Context: an optimization exercise on an open-source flow, tuned for small area, a short achievable clock period and few clock cycles per item. The choices shown serve that exercise and are no tape-out recipe.
RTL that was checked went through simulation tests only; none was proved equivalent to the original.
The clock input has no modelled driver; a real chip could not lean on it and would need a root buffer or a full tree.
Power figures rest on the tool's default switching activity, not on a simulated workload.

==> flow/design.v <==
`timescale 1ns / 1ps
module medfilter2
(
  CLK,
  RSTn,
  Start_sig,
  Done_sig,
  Data_out,
  Rom_addr,
  Rom_data
);
  input CLK;
  input RSTn;
  input Start_sig;
  output Done_sig;
  output [7:0] Data_out;
  output [17:0] Rom_addr;
  input [7:0] Rom_data;
  reg       start_d;
  reg       run;
  reg [1:0] ph;        
  reg       z;         
  reg       first;     
  reg [8:0] rowA;
  reg [8:0] colA;
  reg       zq;        
  reg       done;
  wire start = Start_sig & ~start_d;
  always @(posedge CLK or negedge RSTn)
    if (!RSTn)
      start_d <= 1'b0;
    else
      start_d <= Start_sig;
  always @(posedge CLK or negedge RSTn)
    if (!RSTn) begin
      run   <= 1'b0;
      ph    <= 2'd0;
      z     <= 1'b0;
      first <= 1'b0;
      rowA  <= 9'd0;
      colA  <= 9'd0;
      zq    <= 1'b0;
      done  <= 1'b0;
    end else if (start) begin
      run   <= 1'b1;
      ph    <= 2'd0;
      z     <= 1'b1;
      first <= 1'b1;
      rowA  <= 9'd511;
      colA  <= 9'd0;
      zq    <= 1'b1;
      done  <= 1'b0;
    end else if (run) begin
      ph <= (ph == 2'd2) ? 2'd0 : ph + 2'd1;
      if (ph == 2'd2) begin
        if (z) begin
          z    <= 1'b0;
          rowA <= rowA - 9'd2;
        end else if (colA == 9'd511) begin
          z    <= 1'b1;
          colA <= 9'd0;
          rowA <= rowA - 9'd1;
        end else begin
          colA <= colA + 9'd1;
          rowA <= rowA - 9'd2;
        end
      end else
        rowA <= rowA + 9'd1;
      zq   <= z | (ph == 2'd0 && rowA == 9'd511) | (ph == 2'd2 && rowA == 9'd0);
      done <= (ph == 2'd0) & ~first & ~(~z & colA == 9'd3);
      if (ph == 2'd0 && !z && colA == 9'd2)
        first <= 1'b0;
    end
  assign Rom_addr = {rowA, colA};
  assign Done_sig = done;
  wire g0 = (ph == 2'd0);
  wire g1 = (ph == 2'd1);
  wire g2 = (ph == 2'd2);
  reg [7:0] s0, s1, s2, s3, s4, s5, s6, s7, s8, s9, s10;
  reg [7:0] r0, r1, r2;
  reg [7:0] dout;
  wire swa = (g0 | g1) & (s0 < s1);
  wire swb = g2 & (s2 < s3);
  wire gab = s10 > s7;
  wire gac = s10 > s4;
  wire gbc = s7 > s4;
  wire oa = g0 ? (gab & gac)   : g1 ? (gab ^ gac)    : (~gab & ~gac);
  wire ob = g0 ? (~gab & gbc)  : g1 ? ~(gab ^ gbc)   : (gab & ~gbc);
  wire oc = g0 ? (~gac & ~gbc) : g1 ? (gac ^ gbc)    : (gac & gbc);
  wire [7:0] op3 = ({8{oa}} & s10) | ({8{ob}} & s7) | ({8{oc}} & s4);
  wire fab = r2 > r1;
  wire fac = r2 > r0;
  wire fbc = r1 > r0;
  wire [7:0] fmed = ({8{fab ^ fac}} & r2) | ({8{~(fab ^ fbc)}} & r1) | ({8{fac ^ fbc}} & r0);
  always @(posedge CLK) begin
    s0  <= Rom_data & {8{~zq}};
    s1  <= swa ? s1 : s0;
    s2  <= swa ? s0 : s1;
    s3  <= swb ? s3 : s2;
    s4  <= swb ? s2 : s3;
    s5  <= s4;
    s6  <= s5;
    s7  <= s6;
    s8  <= s7;
    s9  <= s8;
    s10 <= s9;
    r0  <= op3;
    r1  <= r0;
    r2  <= r1;
    dout <= fmed;
  end
  assign Data_out = dout;
endmodule
export LEC_CHECK = 0
export CAP_MARGIN = 20
export CORE_MARGIN = 2
export CORE_UTILIZATION = 40
export SLEW_MARGIN = 20
create_clock -name core_clock -period 5.5 [get_ports {CLK}]
run.sh (not shown) runs the stock make flow with config.mk's settings and CLKGATE_MAP_FILE= SYNTH_SCRIPT=/design/flow/synth_recipe.tcl, a recipe that flattens the netlist after the stock synthesis.
Rerun with:
==> flow/design.v (replaced) <==
`timescale 1ns / 1ps
module medfilter2
(
  CLK,
  RSTn,
  Start_sig,
  Done_sig,
  Data_out,
  Rom_addr,
  Rom_data
);
  input CLK;
  input RSTn;
  input Start_sig;
  output Done_sig;
  output [7:0] Data_out;
  output [17:0] Rom_addr;
  input [7:0] Rom_data;
  reg       start_d;
  reg       run;
  reg [1:0] ph;        
  reg       z;         
  reg       first;     
  reg [8:0] rowA;
  reg [8:0] colA;
  reg       zq;        
  reg       done;
  wire start = Start_sig & ~start_d;
  always @(posedge CLK or negedge RSTn)
    if (!RSTn)
      start_d <= 1'b0;
    else
      start_d <= Start_sig;
  reg       eor;       
  wire [8:0] row_inc  = rowA + 9'd1;
  wire [8:0] row_dec1 = rowA - 9'd1;
  wire [8:0] row_dec2 = {rowA[8:1] - 8'd1, rowA[0]};
  always @(posedge CLK or negedge RSTn)
    if (!RSTn) begin
      run   <= 1'b0;
      ph    <= 2'd0;
      z     <= 1'b0;
      first <= 1'b0;
      rowA  <= 9'd0;
      colA  <= 9'd0;
      zq    <= 1'b0;
      done  <= 1'b0;
      eor   <= 1'b0;
    end else if (start) begin
      run   <= 1'b1;
      ph    <= 2'd0;
      z     <= 1'b1;
      first <= 1'b1;
      rowA  <= 9'd511;
      colA  <= 9'd0;
      zq    <= 1'b1;
      done  <= 1'b0;
      eor   <= 1'b0;
    end else if (run) begin
      ph  <= {ph[0], ~ph[1] & ~ph[0]};
      eor <= ~z & (colA == 9'd511);
      if (ph[1]) begin
        z    <= eor;
        rowA <= eor ? row_dec1 : row_dec2;
        if (!z)
          colA <= colA + 9'd1;
      end else
        rowA <= row_inc;
      zq   <= z | (ph == 2'd0 && rowA == 9'd511) | (ph[1] && rowA == 9'd0);
      done <= (ph == 2'd0) & ~first & ~(~z & colA == 9'd3);
      if (ph == 2'd0 && !z && colA == 9'd2)
        first <= 1'b0;
    end
  assign Rom_addr = {rowA, colA};
  assign Done_sig = done;
  wire g0 = (ph == 2'd0);
  wire g1 = (ph == 2'd1);
  wire g2 = (ph == 2'd2);
  reg [7:0] s0, s1, s2, s3, s4, s5, s6, s7, s8, s9, s10;
  reg [7:0] r0, r1, r2;
  reg [7:0] dout;
  wire swa = (g0 | g1) & gt8(s1, s0);
  wire swb = g2 & gt8(s3, s2);
  wire gab = gt8(s10, s7);
  wire gac = gt8(s10, s4);
  wire gbc = gt8(s7, s4);
  wire oa = g0 ? (gab & gac)   : g1 ? (gab ^ gac)    : (~gab & ~gac);
  wire ob = g0 ? (~gab & gbc)  : g1 ? ~(gab ^ gbc)   : (gab & ~gbc);
  wire oc = g0 ? (~gac & ~gbc) : g1 ? (gac ^ gbc)    : (gac & gbc);
  wire [7:0] op3 = ({8{oa}} & s10) | ({8{ob}} & s7) | ({8{oc}} & s4);
  wire fab = gt8(r2, r1);
  wire fac = gt8(r2, r0);
  wire fbc = gt8(r1, r0);
  wire [7:0] fmed = ({8{fab ^ fac}} & r2) | ({8{~(fab ^ fbc)}} & r1) | ({8{fac ^ fbc}} & r0);
  function gt8;
    input [7:0] a, b;
    reg [7:0] g, p;
    begin
      g = a & ~b;
      p = a | ~b;
      gt8 = g[7] | p[7] & (g[6] | p[6] & (g[5] | p[5] & (g[4] | p[4] &
            (g[3] | p[3] & (g[2] | p[2] & (g[1] | p[1] & g[0]))))));
    end
  endfunction
  always @(posedge CLK) begin
    s0  <= Rom_data & {8{~zq}};
    s1  <= swa ? s1 : s0;
    s2  <= swa ? s0 : s1;
    s3  <= swb ? s3 : s2;
    s4  <= swb ? s2 : s3;
    s5  <= s4;
    s6  <= s5;
    s7  <= s6;
    s8  <= s7;
    s9  <= s8;
    s10 <= s9;
    r0  <= op3;
    r1  <= r0;
    r2  <= r1;
    dout <= fmed;
  end
  assign Data_out = dout;
endmodule
Effect: Global-route usage falls by 0.31 points; critical path depth falls by 3; combinational power falls by about a fifth; sequential share of layout area rises by 2.7 points; non-clock buffer count does not change; utilization rises by 0.82 points; total power falls by a few percent; clock power is about the same; wire length falls by a few percent; synthesized cell count falls by a few percent; die area falls by a few percent; setup slack is better by 170 ps.
Function was not checked in any run of this note: the RTL went through the layout flow alone.

========
== build 40 ==
Another version of the RTL of medfilter2 (not shown whole).
Size: about 160 flip-flops, roughly 5700 um^2 of cells after synthesis.
==> module medfilter2, before the edit <==
module medfilter2
(
  CLK,
  RSTn,
  Start_sig,
  Done_sig,
  Data_out,
  Rom_addr,
  Rom_data
);
  input CLK;
  input RSTn;
  input Start_sig;
  output Done_sig;
  output [7:0] Data_out;
  output [17:0] Rom_addr;
  input [7:0] Rom_data;
  reg       run;       
  reg [1:0] ph;        
  reg       z;         
  reg       first;     
  reg [8:0] rowA;
  reg [8:0] colA;
  reg       zq;        
  reg       done;
  wire start = Start_sig & ~run;
  reg       eor;       
  wire [8:0] row_inc2 = {rowA[8:1] + 8'd1, rowA[0]};
  wire [8:0] row_dec1 = rowA - 9'd1;
  always @(posedge CLK or negedge RSTn)
    if (!RSTn) begin
      run  <= 1'b0;
      done <= 1'b0;
    end else begin
      if (start)
        run <= 1'b1;
      done <= run & ~start & ph[0] & ~first & ~(~z & colA == 9'd3);
    end
  always @(posedge CLK)
    if (start) begin
      ph    <= 2'd0;
      z     <= 1'b1;
      first <= 1'b1;
      rowA  <= 9'd511;
      colA  <= 9'd0;
      zq    <= 1'b1;
      eor   <= 1'b0;
    end else begin
      ph  <= {ph[0], ~ph[1] & ~ph[0]};
      eor <= ~z & (colA == 9'd511);
      if (ph[1]) begin
        z    <= eor;
        if (!eor)
          rowA <= row_dec1;
        if (!z)
          colA <= colA + 9'd1;
      end else if (ph[0])
        rowA <= row_dec1;
      else
        rowA <= row_inc2;
      zq   <= z | (ph == 2'd0 && rowA == 9'd511) | (ph[0] && rowA == 9'd0);
      if (ph[0] && !z && colA == 9'd2)
        first <= 1'b0;
    end
  assign Rom_addr = {rowA, colA};
  assign Done_sig = done;
  wire g0 = (ph == 2'd0);
  wire g1 = (ph == 2'd1);
  wire g2 = (ph == 2'd2);
  reg [7:0] s0, s1, s2, s3, s4, s5, s6, s7, s8, s9, s10;
  reg [7:0] r0n, r1n, r2n, r3n;    
  reg [7:0] dout;
  wire cA = gt8(s1, s0);
  wire cB = gt8(s2, s0);
  wire hold1 = (g0 | g1) & cA;
  reg q_bc, q_ac, x1, x2, x3;
  wire gab = x3;
  wire gac = q_ac;
  wire gbc = q_bc;
  wire oa = g0 ? (gab & gac)   : g1 ? (gab ^ gac)    : (~gab & ~gac);
  wire ob = g0 ? (~gab & gbc)  : g1 ? ~(gab ^ gbc)   : (gab & ~gbc);
  wire oc = g0 ? (~gac & ~gbc) : g1 ? (gac ^ gbc)    : (gac & gbc);
  wire [7:0] op3n = ~(({8{oa}} & s10) | ({8{ob}} & s7) | ({8{oc}} & s4));
  reg f1, f1d, f2;
  wire fab = f1d;
  wire fac = f2;
  wire fbc = f1;
  wire [7:0] fmed = ~(({8{fab ^ fac}} & r3n) | ({8{~(fab ^ fbc)}} & r2n) | ({8{fac ^ fbc}} & r1n));
  function gt8;
    input [7:0] a, b;
    reg [7:0] g, p;
    reg [3:0] g2, p2;
    reg [1:0] g4, p4;
    integer i;
    begin
      g = a & ~b;
      p = a | ~b;
      for (i = 0; i < 4; i = i + 1) begin
        g2[i] = g[2*i+1] | p[2*i+1] & g[2*i];
        p2[i] = p[2*i+1] & p[2*i];
      end
      for (i = 0; i < 2; i = i + 1) begin
        g4[i] = g2[2*i+1] | p2[2*i+1] & g2[2*i];
        p4[i] = p2[2*i+1] & p2[2*i];
      end
      gt8 = g4[1] | p4[1] & g4[0];
    end
  endfunction
  always @(posedge CLK) begin
    s0  <= Rom_data & {8{~zq}};
    s1  <= hold1 ? s1 : s0;
    s2  <= g2 ? s1 :
           g0 ? (cA ? s0 : s1) :
           (cB ? s2 : (cA ? s0 : s1));
    s3  <= (g1 & cB) ? s0 : s2;
    s4  <= s3;
    s5  <= s4;
    s6  <= s5;
    s7  <= s6;
    s8  <= s7;
    s9  <= s8;
    s10 <= s9;
    q_bc <= gt8(s6, s3);
    q_ac <= gt8(s9, s3);
    x1  <= q_bc;
    x2  <= x1;
    x3  <= x2;
    r0n <= op3n;
    r1n <= r0n;
    r2n <= r1n;
    r3n <= r2n;
    f1  <= gt8(r0n, r1n);
    f2  <= gt8(r0n, r2n);
    f1d <= f1;
    dout <= fmed;
  end
  assign Data_out = dout;
endmodule
export LEC_CHECK = 0
export CAP_MARGIN = 20
export CORE_MARGIN = 2
export CORE_UTILIZATION = 40
export CTS_BUF_LIST = sky130_fd_sc_hd__clkbuf_8
export SETUP_SLACK_MARGIN = 3.4
export SLEW_MARGIN = 20
create_clock -name core_clock -period 5.5 [get_ports {CLK}]
standard.sh (not shown) runs the stock make flow with config.mk's settings and CLKGATE_MAP_FILE= SYNTH_SCRIPT=/design/flow/synth_recipe.tcl, a recipe that flattens the netlist after the stock synthesis.
==> flow/flow/run.sh <==
#!/bin/bash
# The standard layout (standard.sh) with three changes:
# - the port buffers that placement inserts are the library's smallest
#   buffer instead of a delay cell; timing repair resizes them where needed;
# - clock tree synthesis does not add dummy loads to the clock nets;
# - after clock tree synthesis, flow/clocktree.tcl replaces its tree with a
#   two-level one: a root buffer on the clock port driving six leaf buffers,
#   each driving the flip-flops of one region of the core. Later steps
#   (routing, timing repair) run as in the standard flow.
export BUFFER_PORTS_ARGS="-buffer_cell sky130_fd_sc_hd__buf_1"
export CTS_ARGS="-sink_clustering_enable -repair_clock_nets -buf_list sky130_fd_sc_hd__clkbuf_8 -dont_use_dummy_load"
export POST_CTS_TCL="$PWD/flow/clocktree.tcl"
export MCTS_LEAVES=6
export MCTS_LEAF=sky130_fd_sc_hd__clkbuf_16
bash standard.sh > standard.log 2>&1
Other scripts of this flow, unchanged in this note and not shown: flow/flow/clocktree.tcl
What build 72 does differently from build 40 at the input level:
diff --git a/flow/design.v b/flow/design.v
--- a/flow/design.v
+++ b/flow/design.v
@@ -14,20 +14,30 @@
   input Start_sig;
   output Done_sig;
   output [7:0] Data_out;
   output [17:0] Rom_addr;
   input [7:0] Rom_data;
-  reg       run;       
+  reg       st1;       
+  reg       start_d;
+  reg       run;
   reg [1:0] ph;        
   reg       z;         
   reg       first;     
   reg [8:0] rowA;
   reg [8:0] colA;
   reg       zq;        
   reg       done;
-  wire start = Start_sig & ~run;
-  reg       eor;       
+  wire start = st1 & ~start_d;
+  always @(posedge CLK or negedge RSTn)
+    if (!RSTn) begin
+      st1     <= 1'b0;
+      start_d <= 1'b0;
+    end else begin
+      st1     <= Start_sig;
+      start_d <= st1;
+    end
+  wire      eor = ~z & (&colA);    
   wire [8:0] row_inc2 = {rowA[8:1] + 8'd1, rowA[0]};
   wire [8:0] row_dec1 = rowA - 9'd1;
   always @(posedge CLK or negedge RSTn)
     if (!RSTn) begin
       run  <= 1'b0;
@@ -43,14 +53,12 @@
       z     <= 1'b1;
       first <= 1'b1;
       rowA  <= 9'd511;
       colA  <= 9'd0;
       zq    <= 1'b1;
-      eor   <= 1'b0;
     end else begin
       ph  <= {ph[0], ~ph[1] & ~ph[0]};
-      eor <= ~z & (colA == 9'd511);
       if (ph[1]) begin
         z    <= eor;
         if (!eor)
           rowA <= row_dec1;
         if (!z)
Notes after the runs:
- From build 40 to build 72 the numbers moved as follows: first-pass GRT wire length shows an increase of 560 um, number of stages on the worst setup path shows an increase of 5, total wire length shows an increase of 5.3%, number of sequential cells in the layout shows an increase of 1.
- Library cell contributing the largest single delay on the critical path: dfxtp_1 -> build 40, edfxtp_1 -> build 72
- Of build 72 and build 40, the higher part of the cycle the worst path needs belongs to build 72.
- Fmax | build 72 vs build 40 | build 72 slower
- Build 72 did not stop at any stage, and its layout met the timing, DRC and antenna checks.
- Highest fanout seen on the critical path: build 72 higher than build 40
Testbench counts of build 72, summed over its fixed seeds: cycles 2,363,946, items 786,432.
Only the layout flow was run in build 40; the RTL was not checked for function there. No run of this note takes its clock network from TritonCTS; it comes from the design's own scripts or RTL.

========
medfilter2, a different RTL version from the one above (not shown whole).
Size in the first run: roughly 610 cells after synthesis, roughly 38 I/O pins, roughly 0.0066 sq mm of cells after synthesis.
==> module medfilter2, before the edit <==
module medfilter2
(
  CLK,
  RSTn,
  Start_sig,
  Done_sig,
  Data_out,
  Rom_addr,
  Rom_data
);
  input CLK;
  input RSTn;
  input Start_sig;
  output Done_sig;
  output [7:0] Data_out;
  output [17:0] Rom_addr;
  input [7:0] Rom_data;
  reg       start_d;
  reg       run;
  reg [1:0] ph;        
  reg       z;         
  reg       first;     
  reg [8:0] rowA;
  reg [8:0] colA;
  reg       zq;        
  reg       done;
  wire start = Start_sig & ~start_d;
  always @(posedge CLK or negedge RSTn)
    if (!RSTn)
      start_d <= 1'b0;
    else
      start_d <= Start_sig;
  reg       eor;       
  wire [8:0] row_inc  = rowA + 9'd1;
  wire [8:0] row_dec1 = rowA - 9'd1;
  wire [8:0] row_dec2 = {rowA[8:1] - 8'd1, rowA[0]};
  always @(posedge CLK or negedge RSTn)
    if (!RSTn) begin
      run   <= 1'b0;
      ph    <= 2'd0;
      z     <= 1'b0;
      first <= 1'b0;
      rowA  <= 9'd0;
      colA  <= 9'd0;
      zq    <= 1'b0;
      done  <= 1'b0;
      eor   <= 1'b0;
    end else if (start) begin
      run   <= 1'b1;
      ph    <= 2'd0;
      z     <= 1'b1;
      first <= 1'b1;
      rowA  <= 9'd511;
      colA  <= 9'd0;
      zq    <= 1'b1;
      done  <= 1'b0;
      eor   <= 1'b0;
    end else if (run) begin
      ph  <= {ph[0], ~ph[1] & ~ph[0]};
      eor <= ~z & (colA == 9'd511);
      if (ph[1]) begin
        z    <= eor;
        rowA <= eor ? row_dec1 : row_dec2;
        if (!z)
          colA <= colA + 9'd1;
      end else
        rowA <= row_inc;
      zq   <= z | (ph == 2'd0 && rowA == 9'd511) | (ph[1] && rowA == 9'd0);
      done <= ph[1] & ~first & ~(~z & colA == 9'd3);
      if (ph[1] && !z && colA == 9'd2)
        first <= 1'b0;
    end
  assign Rom_addr = {rowA, colA};
  assign Done_sig = done;
  wire g0 = (ph == 2'd0);
  wire g1 = (ph == 2'd1);
  wire g2 = (ph == 2'd2);
  reg [7:0] s0, s1, s2, s3, s4, s5;       
  reg [7:0] t4, t5, t6, t7, t8, t9, t10, t11;   
  reg [7:0] r0, r1, r2, r3;
  reg [7:0] dout;
  reg qA, hab, hac, hbc;
  wire cA = gt8(s1, s0);
  wire cB = gt8(s2, s0);
  wire a_lo  = ~hab & ~hac;
  wire b_lo  =  hab & ~hbc;
  wire c_lo  =  hac &  hbc;
  wire a_mid =  hab ^ hac;
  wire b_mid = ~(hab ^ hbc);
  wire c_mid =  hac ^ hbc;
  wire a_hi  =  hab &  hac;
  wire b_hi  = ~hab &  hbc;
  wire c_hi  = ~hac & ~hbc;
  wire k1 = g2 & c_lo;
  wire k2 = g2 & b_lo | g0 & c_mid;
  wire k3 = g2 & a_lo | g0 & b_mid | g1 & c_hi;
  wire k4 = g0 & a_mid | g1 & b_hi;
  wire k5 = g1 & a_hi;
  wire [7:0] srt = ({8{k1}} & s1) | ({8{k2}} & s2) | ({8{k3}} & s3) |
                   ({8{k4}} & s4) | ({8{k5}} & s5);
  reg q_bc, q_ac, x1, x2, x3;
  wire gab = x3;
  wire gac = q_ac;
  wire gbc = q_bc;
  wire oa = g1 ? (gab & gac)   : g2 ? (gab ^ gac)    : (~gab & ~gac);
  wire ob = g1 ? (~gab & gbc)  : g2 ? ~(gab ^ gbc)   : (gab & ~gbc);
  wire oc = g1 ? (~gac & ~gbc) : g2 ? (gac ^ gbc)    : (gac & gbc);
  wire [7:0] op3 = ({8{oa}} & t11) | ({8{ob}} & t8) | ({8{oc}} & t5);
  reg f1, f1d, f2;
  wire fab = f1d;
  wire fac = f2;
  wire fbc = f1;
  wire [7:0] fmed = ({8{fab ^ fac}} & r3) | ({8{~(fab ^ fbc)}} & r2) | ({8{fac ^ fbc}} & r1);
  function gt8;
    input [7:0] a, b;
    reg [7:0] g, p;
    reg [3:0] g2, p2;
    reg [1:0] g4, p4;
    integer i;
    begin
      g = a & ~b;
      p = a | ~b;
      for (i = 0; i < 4; i = i + 1) begin
        g2[i] = g[2*i+1] | p[2*i+1] & g[2*i];
        p2[i] = p[2*i+1] & p[2*i];
      end
      for (i = 0; i < 2; i = i + 1) begin
        g4[i] = g2[2*i+1] | p2[2*i+1] & g2[2*i];
        p4[i] = p2[2*i+1] & p2[2*i];
      end
      gt8 = g4[1] | p4[1] & g4[0];
    end
  endfunction
  always @(posedge CLK) begin
    s0  <= Rom_data & {8{~zq}};
    s1  <= s0;
    s2  <= s1;
    s3  <= s2;
    s4  <= s3;
    s5  <= s4;
    qA  <= cA;
    if (g1) begin
      hab <= qA;
      hac <= cB;
      hbc <= cA;
    end
    t4  <= srt;
    t5  <= t4;
    t6  <= t5;
    t7  <= t6;
    t8  <= t7;
    t9  <= t8;
    t10 <= t9;
    t11 <= t10;
    q_bc <= gt8(t7, t4);
    q_ac <= gt8(t10, t4);
    x1  <= q_bc;
    x2  <= x1;
    x3  <= x2;
    r0  <= op3;
    r1  <= r0;
    r2  <= r1;
    r3  <= r2;
    f1  <= gt8(r1, r0);
    f2  <= gt8(r2, r0);
    f1d <= f1;
    dout <= fmed;
  end
  assign Data_out = dout;
endmodule
clock: 5.5 ns
lec_check: 0
cap_margin: 20
core_margin: 2
core_utilization: 40
cts_buf_list: sky130_fd_sc_hd__clkbuf_8
setup_slack_margin: 3.3
slew_margin: 20
run.sh (not shown) runs the stock make flow with config.mk's settings and CLKGATE_MAP_FILE= SYNTH_SCRIPT=/design/flow/synth_recipe.tcl, a recipe that flattens the netlist after the stock synthesis.
Stock flow here: none of the scripts above is used.
Edit:
--- a/flow/design.v
+++ b/flow/design.v
@@ -77,27 +77,9 @@
   wire g1 = (ph == 2'd1);
   wire g2 = (ph == 2'd2);
-  reg [7:0] s0, s1, s2, s3, s4, s5;       
-  reg [7:0] t4, t5, t6, t7, t8, t9, t10, t11;   
+  reg [7:0] s0, s1, s2, s3, s4, s5, s6, s7, s8, s9, s10, s11;
   reg [7:0] r0, r1, r2, r3;
   reg [7:0] dout;
-  reg qA, hab, hac, hbc;
-  wire cA = gt8(s1, s0);
-  wire cB = gt8(s2, s0);
-  wire a_lo  = ~hab & ~hac;
-  wire b_lo  =  hab & ~hbc;
-  wire c_lo  =  hac &  hbc;
-  wire a_mid =  hab ^ hac;
-  wire b_mid = ~(hab ^ hbc);
-  wire c_mid =  hac ^ hbc;
-  wire a_hi  =  hab &  hac;
-  wire b_hi  = ~hab &  hbc;
-  wire c_hi  = ~hac & ~hbc;
-  wire k1 = g2 & c_lo;
-  wire k2 = g2 & b_lo | g0 & c_mid;
-  wire k3 = g2 & a_lo | g0 & b_mid | g1 & c_hi;
-  wire k4 = g0 & a_mid | g1 & b_hi;
-  wire k5 = g1 & a_hi;
-  wire [7:0] srt = ({8{k1}} & s1) | ({8{k2}} & s2) | ({8{k3}} & s3) |
-                   ({8{k4}} & s4) | ({8{k5}} & s5);
+  wire swa = (g0 | g1) & gt8(s1, s0);
+  wire swb = g2 & gt8(s3, s2);
   reg q_bc, q_ac, x1, x2, x3;
   wire gab = x3;
@@ -107,5 +89,5 @@
   wire ob = g1 ? (~gab & gbc)  : g2 ? ~(gab ^ gbc)   : (gab & ~gbc);
   wire oc = g1 ? (~gac & ~gbc) : g2 ? (gac ^ gbc)    : (gac & gbc);
-  wire [7:0] op3 = ({8{oa}} & t11) | ({8{ob}} & t8) | ({8{oc}} & t5);
+  wire [7:0] op3 = ({8{oa}} & s11) | ({8{ob}} & s8) | ({8{oc}} & s5);
   reg f1, f1d, f2;
   wire fab = f1d;
@@ -135,25 +117,17 @@
   always @(posedge CLK) begin
     s0  <= Rom_data & {8{~zq}};
-    s1  <= s0;
-    s2  <= s1;
-    s3  <= s2;
-    s4  <= s3;
+    s1  <= swa ? s1 : s0;
+    s2  <= swa ? s0 : s1;
+    s3  <= swb ? s3 : s2;
+    s4  <= swb ? s2 : s3;
     s5  <= s4;
-    qA  <= cA;
-    if (g1) begin
-      hab <= qA;
-      hac <= cB;
-      hbc <= cA;
-    end
-    t4  <= srt;
-    t5  <= t4;
-    t6  <= t5;
-    t7  <= t6;
-    t8  <= t7;
-    t9  <= t8;
-    t10 <= t9;
-    t11 <= t10;
-    q_bc <= gt8(t7, t4);
-    q_ac <= gt8(t10, t4);
+    s6  <= s5;
+    s7  <= s6;
+    s8  <= s7;
+    s9  <= s8;
+    s10 <= s9;
+    s11 <= s10;
+    q_bc <= gt8(s7, s4);
+    q_ac <= gt8(s10, s4);
     x1  <= q_bc;
     x2  <= x1;
Setup slack gains 0.0093 ns.
Core utilization went down by 0.72 points.
Wire length drops by 12%.
Non-clock buffer count stays the same.
Via count decreases by 8.9%.
Power hardly moves.
Final area shrinks by 6.8%.
Testbench counts after the change, summed over its fixed seeds: cycles 2,363,946, items 786,432.
For the first run of this note, only the layout was checked, not whether the RTL still works.

[separate check: timing with driven ports]
How much do the figures lean on ideal ports? The routed layouts below were timed once more, with nothing changed but the port constraints.
Step 1: set_driving_cell puts a clkbuf_16 on CLK and a buf_2 on each other input, an assumption about the parent block.
Step 2 also shifts input and output timing later by t, the mid clock arrival at the registers, as if the neighbouring blocks saw the same clock.
a / b / c = ideal / step 1 / step 2; a / b = the first two.
run	shift t [ns]	setup WS [ns]	worst setup path after step 2
the first run of note 1	0.455	2.543 / 2.543 / 2.543	register to register
the second run of note 1	0.459	2.716 / 2.716 / 2.716	register to register
build 40	0.422	3.448 / 3.415 / 3.313	input to register
build 72	0.427	3.428 / 3.428 / 3.428	register to register
the first run of note 3	0.466	3.322 / 3.286 / 2.912	input to register
the second run of note 3	0.462	3.331 / 3.344 / 2.882	input to register
After both steps every run listed still meets setup and hold. The setup slack of the second run of note 3, which loses most, moves by +0.013 ns with the drivers and by -0.449 ns with both steps.
